This is an optimization exercise on Yosys and OpenROAD, whose aim is small area, not a production implementation.
The RTL was checked by simulation tests, not by an equivalence proof against the original design.
The clock port is modelled as an ideal driver, which makes a skipped or thinned clock tree look cheaper than it is; a real chip needs a root buffer or a tree.

==> try-willow: inputs <==
==> flow/design.v <==
`timescale 1ns / 1ps
module top(
    input clk,
    input rst,
    output tx,
    input rx,
    output led,
    output led2
    );
reg [3:0] dA;
reg [2:0] dB;
reg [2:0] dC;
reg [3:0] dD;
wire bw = dB[2] & ~dB[1];       
always @(posedge clk) begin
    if (rst) begin
        dA <= 4'b0000;
        dB <= 3'b000;
        dC <= 3'b000;
        dD <= 4'b0011;
    end else begin
        dA <= {dA[2:0], dA[3] ^ ~(dA[0] & ~dA[1] & ~dA[2])};
        dB <= {dB[1:0], ~(dB[1] | dB[2])};
        if (bw)
            dC <= {dC[1:0], ~(dC[1] | dC[2])};
        dD <= {dD[2:0], dD[3] ^ ~(dD[0] & ~dD[1])};
    end
end
wire t16  = bw & dC[2] & ~dC[1] & dD[0] & ~dD[1] & dD[3];
wire tick = t16 & (dA == 4'b1011);
wire t16_3 = ~dB[0] & dB[1] & ~dC[0] & ~dC[2] & ~dD[0] & dD[1] & dD[2];
function qf(input [3:0] q);
    qf = (q[2] ^ q[1]) & ~(q[3] & q[2]);
endfunction
localparam [3:0] Q0 = 4'b0100, Q8 = 4'b1000, Q9 = 4'b0000;
reg act;
reg [3:0] L;
reg [3:0] H;
reg [2:0] adr;       
reg hacc;            
reg lastbit;         
wire l8  = (L == 4'b0100);
wire l9  = (L == 4'b1001);
wire l15 = (L == 4'b1000);
wire smp = act & t16 & l8;
wire h03 = (H == Q0) | (H == 4'b1001) | (H == 4'b0010) | (H == 4'b0101);
wire h47 = (H == 4'b1011) | (H == 4'b0111) | (H == 4'b1110) | (H == 4'b1100);
always @(posedge clk) begin
    if (rst)
        act <= 1'b0;
    else if (!act)
        act <= ~rx;
    else if (smp & (((H == Q0) & rx) | (H == Q9)))
        act <= 1'b0;
    if (!act) begin
        L <= 4'b0000;
        H <= Q0;
    end else if (t16) begin
        L <= {L[2:0], L[3] ^ ~(L[0] & ~L[1] & ~L[2])};
        if (l15)
            H <= {H[2:0], qf(H)};
    end
    if (smp) begin
        lastbit <= rx;
        if (h03)
            adr <= {rx, adr[2:1]};
        if (h03)
            hacc <= 1'b0;
        else if (h47)
            hacc <= hacc | rx;
    end
end
reg gd;              
reg [3:0] rsel;      
wire proc  = act & (H == Q8) & l9 & t16_3;   
wire fend  = smp & (H == Q9);                
wire reply = proc & (gd | ~lastbit);
always @(posedge clk) begin
    if (rst)
        gd <= 1'b0;
    else if (fend)
        gd <= ~gd & lastbit;
    if (proc & ~gd)
        rsel <= hacc ? {~lastbit, 3'b100} : {adr[2], adr[1] & ~adr[0], adr[1], adr[0]};
end
reg [79:0] ring;
reg clr;
wire tap   = ring[0];
wire rmat  = (rsel[3] == dA[3]) & (rsel[2:0] == dB);
wire wr    = gd & rmat & (H[2:0] == dA[2:0]);
wire rin   = wr ? lastbit : (clr ? 1'b0 : tap);
always @(posedge clk) begin
    ring <= {rin, ring[79:1]};
    clr <= rst | (clr & ~t16);
end
reg [3:0] ts;
reg nxt;
reg txo;
always @(posedge clk) begin
    if (reply)
        nxt <= 1'b0;
    else if (ts == Q9)
        nxt <= 1'b1;
    else if ((ts != Q0) & rmat & (ts[2:0] == dA[2:0]))
        nxt <= tap;
    if (rst)
        ts <= Q9;
    else if (reply)
        ts <= Q0;
    else if (tick)
        ts <= {ts[2:0], qf(ts)};
    if (rst | reply)
        txo <= 1'b1;
    else if (tick)
        txo <= nxt;
end
assign tx = txo;
assign led = ~txo;
assign led2 = ~rx;
endmodule
==> flow/flow/run.sh <==
#!/bin/bash
# Own layout flow: the standard flow (standard.sh) with two changes:
# - the clock tree is built by flow/pre_cts.tcl (a PRE_CTS_TCL hook) instead of
#   TritonCTS: k-means groups of about 10 sinks, one clkbuf_4 per group and a
#   clkbuf_8 root that the clock port drives;
# - the port buffers are buf_1 cells instead of clkdlybuf4s50_1.
# make's full output goes to flow.log in the work folder; ORFS keeps each
# step's own log under orfs/logs/.
set -euo pipefail
export PRE_CTS_TCL="$PWD/flow/pre_cts.tcl"
export BUFFER_PORTS_ARGS="-buffer_cell sky130_fd_sc_hd__buf_1"
bash standard.sh > flow.log 2>&1
==> flow/flow/pre_cts.tcl <==
# Hand-built clock tree, used in place of TritonCTS (sourced as PRE_CTS_TCL).
# The clock sinks are split into groups of about SINKS_PER_LEAF by k-means on
# their positions; each group gets a clkbuf_4 at its centre, and one root
# buffer next to the clock port's fan-out centre drives all of them. The
# clock port itself then drives the root buffer only.
set leaf_master_name sky130_fd_sc_hd__clkbuf_4
set root_master_name sky130_fd_sc_hd__clkbuf_8
if {[info exists ::env(MCTS_LEAF)]} { set leaf_master_name $::env(MCTS_LEAF) }
if {[info exists ::env(MCTS_ROOT)]} { set root_master_name $::env(MCTS_ROOT) }
set per_leaf 10
if {[info exists ::env(MCTS_PER_LEAF)]} { set per_leaf $::env(MCTS_PER_LEAF) }

set db [ord::get_db]
set block [ord::get_db_block]
set clk_net [$block findNet clk]
set leaf_master [$db findMaster $leaf_master_name]
set root_master [$db findMaster $root_master_name]

# clock sinks with their positions (instance centres)
set sinks {}
foreach it [$clk_net getITerms] {
  set inst [$it getInst]
  set bb [$inst getBBox]
  set x [expr {([$bb xMin] + [$bb xMax]) / 2.0}]
  set y [expr {([$bb yMin] + [$bb yMax]) / 2.0}]
  lappend sinks [list $it $x $y]
}
set n [llength $sinks]
set k [expr {int(ceil(double($n) / $per_leaf))}]
if {$k < 1} { set k 1 }
puts "manual CTS: $n sinks, $k leaf buffers"

# k-means, initial centres spread along the sinks sorted by x then y
set sorted [lsort -real -index 1 $sinks]
set cx {}; set cy {}
for {set i 0} {$i < $k} {incr i} {
  set s [lindex $sorted [expr {int(($i + 0.5) * $n / $k)}]]
  lappend cx [lindex $s 1]; lappend cy [lindex $s 2]
}
for {set iter 0} {$iter < 50} {incr iter} {
  # balanced assignment: each centre takes at most per_leaf sinks, nearest first
  set pairs {}
  set si 0
  foreach s $sinks {
    for {set i 0} {$i < $k} {incr i} {
      set d [expr {abs([lindex $s 1] - [lindex $cx $i]) + abs([lindex $s 2] - [lindex $cy $i])}]
      lappend pairs [list $d $si $i]
    }
    incr si
  }
  set pairs [lsort -real -index 0 $pairs]
  set assign [lrepeat $n -1]
  set count [lrepeat $k 0]
  set cap [expr {int(ceil(double($n) / $k))}]
  foreach p $pairs {
    lassign $p d si i
    if {[lindex $assign $si] >= 0} continue
    if {[lindex $count $i] >= $cap} continue
    lset assign $si $i
    lset count $i [expr {[lindex $count $i] + 1}]
  }
  set sx [lrepeat $k 0.0]; set sy [lrepeat $k 0.0]
  for {set si 0} {$si < $n} {incr si} {
    set i [lindex $assign $si]
    set s [lindex $sinks $si]
    lset sx $i [expr {[lindex $sx $i] + [lindex $s 1]}]
    lset sy $i [expr {[lindex $sy $i] + [lindex $s 2]}]
  }
  set moved 0
  for {set i 0} {$i < $k} {incr i} {
    set c [lindex $count $i]
    if {$c == 0} continue
    set nx [expr {[lindex $sx $i] / $c}]; set ny [expr {[lindex $sy $i] / $c}]
    if {abs($nx - [lindex $cx $i]) + abs($ny - [lindex $cy $i]) > 1} { set moved 1 }
    lset cx $i $nx; lset cy $i $ny
  }
  if {!$moved} break
}

# root buffer at the centre of the leaf buffers
set rx 0.0; set ry 0.0
for {set i 0} {$i < $k} {incr i} {
  set rx [expr {$rx + [lindex $cx $i]}]; set ry [expr {$ry + [lindex $cy $i]}]
}
set rx [expr {int($rx / $k)}]; set ry [expr {int($ry / $k)}]
set root [odb::dbInst_create $block $root_master clkbuf_root]
$root setLocation $rx $ry
$root setPlacementStatus PLACED
set root_net [odb::dbNet_create $block clknet_root]
$root_net setSigType CLOCK
[$root findITerm A] connect $clk_net
[$root findITerm X] connect $root_net

for {set i 0} {$i < $k} {incr i} {
  set buf [odb::dbInst_create $block $leaf_master clkbuf_leaf_$i]
  $buf setLocation [expr {int([lindex $cx $i])}] [expr {int([lindex $cy $i])}]
  $buf setPlacementStatus PLACED
  set net [odb::dbNet_create $block clknet_leaf_$i]
  $net setSigType CLOCK
  [$buf findITerm A] connect $root_net
  [$buf findITerm X] connect $net
  set leaf_net($i) $net
}
for {set si 0} {$si < $n} {incr si} {
  set it [lindex [lindex $sinks $si] 0]
  $it disconnect
  $it connect $leaf_net([lindex $assign $si])
}
global_connect
set_propagated_clock [all_clocks]

# cts.tcl calls clock_tree_synthesis next: the tree is already built.
rename clock_tree_synthesis orig_clock_tree_synthesis
proc clock_tree_synthesis {args} { puts "clock_tree_synthesis skipped: tree built by hand" }
==> flow/standard.sh <==
#!/bin/bash
# synth_recipe.tcl (not shown) runs the flow's synth.tcl, then flattens the netlist and writes it again
# the make line also repeats each setting of config.mk as NAME=value (left out here)
make -C /OpenROAD-flow-scripts/flow DESIGN_CONFIG=/design/flow/config.mk WORK_HOME=/design/flow/orfs CLKGATE_MAP_FILE= SYNTH_SCRIPT=/design/flow/synth_recipe.tcl "${@:-finish}"
==> flow/config.mk <==
export PLATFORM = sky130hd
export DESIGN_NAME = top
export DESIGN_NICKNAME = top
export VERILOG_FILES = /design/flow/design.v
export SDC_FILE = /design/flow/constraint.sdc
export NUM_CORES = 4
export LEC_CHECK = 0
export ABC_AREA = 1
export CAP_MARGIN = 20
export CORE_MARGIN = 2
export CORE_UTILIZATION = 40
export SLEW_MARGIN = 20
==> flow/constraint.sdc <==
create_clock -name core_clock -period 20.0 [get_ports {clk}]
set_input_delay 4.0000 -clock core_clock [delete_from_list [all_inputs] [get_ports {clk}]]
set_output_delay 4.0000 -clock core_clock [all_outputs]
set_load 0.01 [all_outputs]
==> inputs of try-raven, as changes to try-willow <==
==> flow/flow/run.sh (replaced) <==
#!/bin/bash
# Own layout flow: the standard flow (standard.sh), with two changes:
# - CTS runs without dummy-load insertion and with small clock buffers only;
# - the port buffers are buf_1 cells instead of clkdlybuf4s50_1.
# make's full output goes to flow.log in the work folder; ORFS keeps each
# step's own log under orfs/logs/.
set -euo pipefail
export CTS_ARGS="-sink_clustering_enable -repair_clock_nets -dont_use_dummy_load -buf_list sky130_fd_sc_hd__clkbuf_4"
export BUFFER_PORTS_ARGS="-buffer_cell sky130_fd_sc_hd__buf_1"
bash standard.sh > flow.log 2>&1
--- a/flow/config.mk
+++ b/flow/config.mk
@@ -7,3 +7,2 @@
 export LEC_CHECK = 0
-export ABC_AREA = 1
 export CAP_MARGIN = 20
removed: flow/flow/pre_cts.tcl
==> inputs of try-juniper, as changes to try-willow <==
--- a/flow/flow/run.sh
+++ b/flow/flow/run.sh
@@ -1,3 +1,7 @@
 #!/bin/bash
-# Own layout flow: the standard flow (standard.sh) with two changes:
+# Own layout flow: the standard flow (standard.sh) with three changes:
+# - synthesis maps with an area-only ABC script (flow/abc_area.script: deep
+#   AIG optimisation, then area mapping) instead of ORFS's abc_area.script,
+#   which also buffers and upsizes for a clock ABC is told is 20 ps. Every
+#   other ORFS script is used unchanged, from a copy of $FLOW_HOME/scripts;
 # - the clock tree is built by flow/pre_cts.tcl (a PRE_CTS_TCL hook) instead of
@@ -9,2 +13,6 @@
 set -euo pipefail
+rm -rf scripts_abc
+cp -r "$FLOW_HOME/scripts" scripts_abc
+cp flow/abc_area.script scripts_abc/abc_area.script
+export SCRIPTS_DIR="$PWD/scripts_abc"
 export PRE_CTS_TCL="$PWD/flow/pre_cts.tcl"
==> flow/flow/abc_area.script (new file) <==
strash
&get -n
&deepsyn -T 20
&put
dch
amap
topo
dnsize -c
==> inputs of try-tundra, as changes to try-willow <==
==> flow/design.v, changed modules only <==
module top(
    input clk,
    input rst,
    output tx,
    input rx,
    output led,
    output led2
    );
reg [2:0] dA;
reg a3;
reg [4:0] dBC;
reg [3:0] dD;
reg [3:0] dE;
always @(posedge clk) begin
    if (rst) begin
        dA <= 3'b000;
        a3 <= 1'b0;
        dBC <= 5'b10010;
        dD <= 4'b0011;
        dE <= 4'b0000;
    end else begin
        dA <= {dA[1:0], dA[2] ^ (dA[1] | ~dA[0])};
        a3 <= a3 ^ (dA == 3'b100);
        dBC <= {dBC[3:0], (~dBC[3] & ~dBC[4]) | (~dBC[1] & ~dBC[2] & dBC[3] & ~dBC[4]) |
                          (~dBC[1] & dBC[2] & dBC[3] & dBC[4])};
        dD <= {dD[2:0], dD[3] ^ ~(dD[0] & ~dD[1])};
        dE <= {dE[2:0], ~dE[1] & ~(dE[2] ^ dE[3])};
    end
end
wire t16  = dBC[0] & dBC[3] & dBC[4] & dD[0] & ~dD[1] & dD[3];
wire tick = t16 & ~a3 & (dA == 3'b011);
wire t16_3 = dBC[0] & dBC[1] & dBC[4] & ~dD[0] & dD[1] & dD[2];
function qf(input [3:0] q);
    qf = (q[2] ^ q[1]) & ~(q[3] & q[2]);
endfunction
localparam [3:0] Q0 = 4'b0100, Q8 = 4'b1000, Q9 = 4'b0000;
localparam [3:0] X = 4'b1100;    
reg act;
reg [3:0] L;
reg [3:0] H;
reg [2:0] adr;       
reg hacc;            
reg lastbit;         
wire l8  = (L == 4'b0100);
wire l9  = (L == 4'b1001);
wire l15 = (L == 4'b1000);
wire smp = act & t16 & l8;
wire h03 = (H == Q0) | (H == 4'b1001) | (H == 4'b0010) | (H == 4'b0101);
wire h47 = (H == 4'b1011) | (H == 4'b0111) | (H == 4'b1110) | (H == 4'b1100);
always @(posedge clk) begin
    if (rst)
        act <= 1'b0;
    else if (!act)
        act <= ~rx;
    else if (smp & (((H == Q0) & rx) | (H == Q9)))
        act <= 1'b0;
    if (!act) begin
        L <= 4'b0000;
        H <= Q0;
    end else if (t16) begin
        L <= {L[2:0], L[3] ^ ~(L[0] & ~L[1] & ~L[2])};
        if (l15)
            H <= {H[2:0], qf(H)};
    end
    if (smp) begin
        lastbit <= rx;
        if (h03)
            adr <= {rx, adr[2:1]};
        if (h03)
            hacc <= 1'b0;
        else if (h47)
            hacc <= hacc | rx;
    end
end
reg gd;              
reg [3:0] rsel;      
wire proc  = act & (H == Q8) & l9 & t16_3;     
wire fend  = smp & (H == Q9);            
wire reply = proc & (gd | ~lastbit);
always @(posedge clk) begin
    if (rst)
        gd <= 1'b0;
    else if (fend)
        gd <= ~gd & lastbit;
    if (proc & ~gd)
        rsel <= hacc   ? X :
                adr[2] ? {adr[1], ~adr[1], ~adr[1] & adr[0], adr[1] & adr[0]} :
                         {2'b00, adr[1:0]};
end
reg [71:0] ring;
reg clr;
reg [3:0] ts;        
wire tap   = ring[0];
wire rmat  = (rsel == dE);
wire wr    = gd & rmat & (H[2:0] == dA);
wire zc    = (ts == Q9) & ~gd & (dE == X);
wire rin   = wr ? lastbit : ((clr | zc) ? 1'b0 : tap);
always @(posedge clk) begin
    ring <= {rin, ring[71:1]};
    clr <= rst | (clr & ~t16);
end
reg nxt;
reg txo;
always @(posedge clk) begin
    if (reply)
        nxt <= 1'b0;
    else if (ts == Q9)
        nxt <= 1'b1;
    else if ((ts != Q0) & rmat & (ts[2:0] == dA))
        nxt <= tap;
    if (rst)
        ts <= Q9;
    else if (reply)
        ts <= Q0;
    else if (tick)
        ts <= {ts[2:0], qf(ts)};
    if (rst | reply)
        txo <= 1'b1;
    else if (tick)
        txo <= nxt;
end
assign tx = txo;
assign led = ~txo;
assign led2 = ~rx;
endmodule
--- a/flow/flow/run.sh
+++ b/flow/flow/run.sh
@@ -1,5 +1,9 @@
 #!/bin/bash
-# Own layout flow: the standard flow (standard.sh) with two changes:
+# Own layout flow: the standard flow (standard.sh) with three changes:
+# - synthesis maps with an area-only ABC script (flow/abc_area.script: deep
+#   AIG optimisation, then area mapping) instead of ORFS's abc_area.script,
+#   which also buffers and upsizes for a clock ABC is told is 20 ps. Every
+#   other ORFS script is used unchanged, from a copy of $FLOW_HOME/scripts;
 # - the clock tree is built by flow/pre_cts.tcl (a PRE_CTS_TCL hook) instead of
-#   TritonCTS: k-means groups of about 10 sinks, one clkbuf_4 per group and a
+#   TritonCTS: k-means groups of about 9 sinks, one clkbuf_4 per group and a
 #   clkbuf_8 root that the clock port drives;
@@ -9,2 +13,6 @@
 set -euo pipefail
+rm -rf scripts_abc
+cp -r "$FLOW_HOME/scripts" scripts_abc
+cp flow/abc_area.script scripts_abc/abc_area.script
+export SCRIPTS_DIR="$PWD/scripts_abc"
 export PRE_CTS_TCL="$PWD/flow/pre_cts.tcl"
==> flow/flow/abc_area.script (new file) <==
strash
&get -n
&deepsyn -T 20
&put
dch
amap
topo
dnsize -c
--- a/flow/flow/pre_cts.tcl
+++ b/flow/flow/pre_cts.tcl
@@ -1,3 +1,3 @@
 # Hand-built clock tree, used in place of TritonCTS (sourced as PRE_CTS_TCL).
-# The clock sinks are split into groups of about SINKS_PER_LEAF by k-means on
+# The clock sinks are split into groups of about 9 sinks (MCTS_PER_LEAF) by k-means on
 # their positions; each group gets a clkbuf_4 at its centre, and one root
@@ -9,3 +9,3 @@
 if {[info exists ::env(MCTS_ROOT)]} { set root_master_name $::env(MCTS_ROOT) }
-set per_leaf 10
+set per_leaf 9
 if {[info exists ::env(MCTS_PER_LEAF)]} { set per_leaf $::env(MCTS_PER_LEAF) }
==> comparison table <==
item	try-willow	try-raven	try-tundra	try-juniper
Detailed-route via count	1,895	1,698	1,782	1,787
Starting utilization of the core area	0.412	0.416	0.410	0.414
Number of combinational gates with multiple inputs	152	121	120	112
Share of layout cells above drive strength 1	0.0708	0.0933	0.0483	0.0463
Status	complete, no violations	complete, no violations	complete, no violations	complete, no violations
All-Layer GR Usage	0.103	0.110	0.109	0.105
Depth of the worst register-to-register path	6	4	9	12
Post-route core utilization	0.441	0.445	0.444	0.447
Area used by sequential logic in the layout	2490 sq um	2490 sq um	2390 sq um	2490 sq um
Delay of the slowest cell on the worst path	130 ps	160 ps	140 ps	140 ps
Final Cell Area	3620 sq um	3670 sq um	3410 sq um	3450 sq um
Clock-pin transition on the worst setup and hold timing paths	100 ps	120 ps	100 ps	100 ps
Row cnt	33	33	32	32
Fraction of standard cell area that is sequential	0.689	0.678	0.701	0.722
In try-willow, try-juniper and try-tundra the design's own scripts or RTL, not TritonCTS, make the clock network.

[static timing again, ports no longer ideal]
The results above use ideal ports. As a check the final layouts listed here were re-extracted and re-timed, cells and wires unchanged. Step 1, drivers: a clkbuf_16 drives clk and a buf_2 each remaining input, both assumed. Step 2 moves the port delays by t, midway between the first and last clock arrival at a register: inputs arrive t later, outputs are due t later. That takes back most of the time a late clock gives input paths. a / b / c = ideal / step 1 / step 2; a / b = the first two.
| run | t, ns | slack for setup (ns) | worst setup path after step 2 | slew at the worst register clock pin (ns) |
|---|---|---|---|---|
| try-willow | 0.402 | 11.672 / 11.645 / 11.645 | input to output | 0.11 / 0.11 |
| try-raven | 0.497 | 11.644 / 11.624 / 11.624 | input to output | 0.12 / 0.12 |
| try-juniper | 0.399 | 11.623 / 11.598 / 11.598 | input to output | 0.12 / 0.12 |
| try-tundra | 0.400 | 11.628 / 11.603 / 11.603 | input to output | 0.10 / 0.10 |
After both steps every run listed still meets setup and hold. The setup slack of try-willow, which loses most, moves by -0.027 ns with the drivers and by -0.027 ns with both steps.
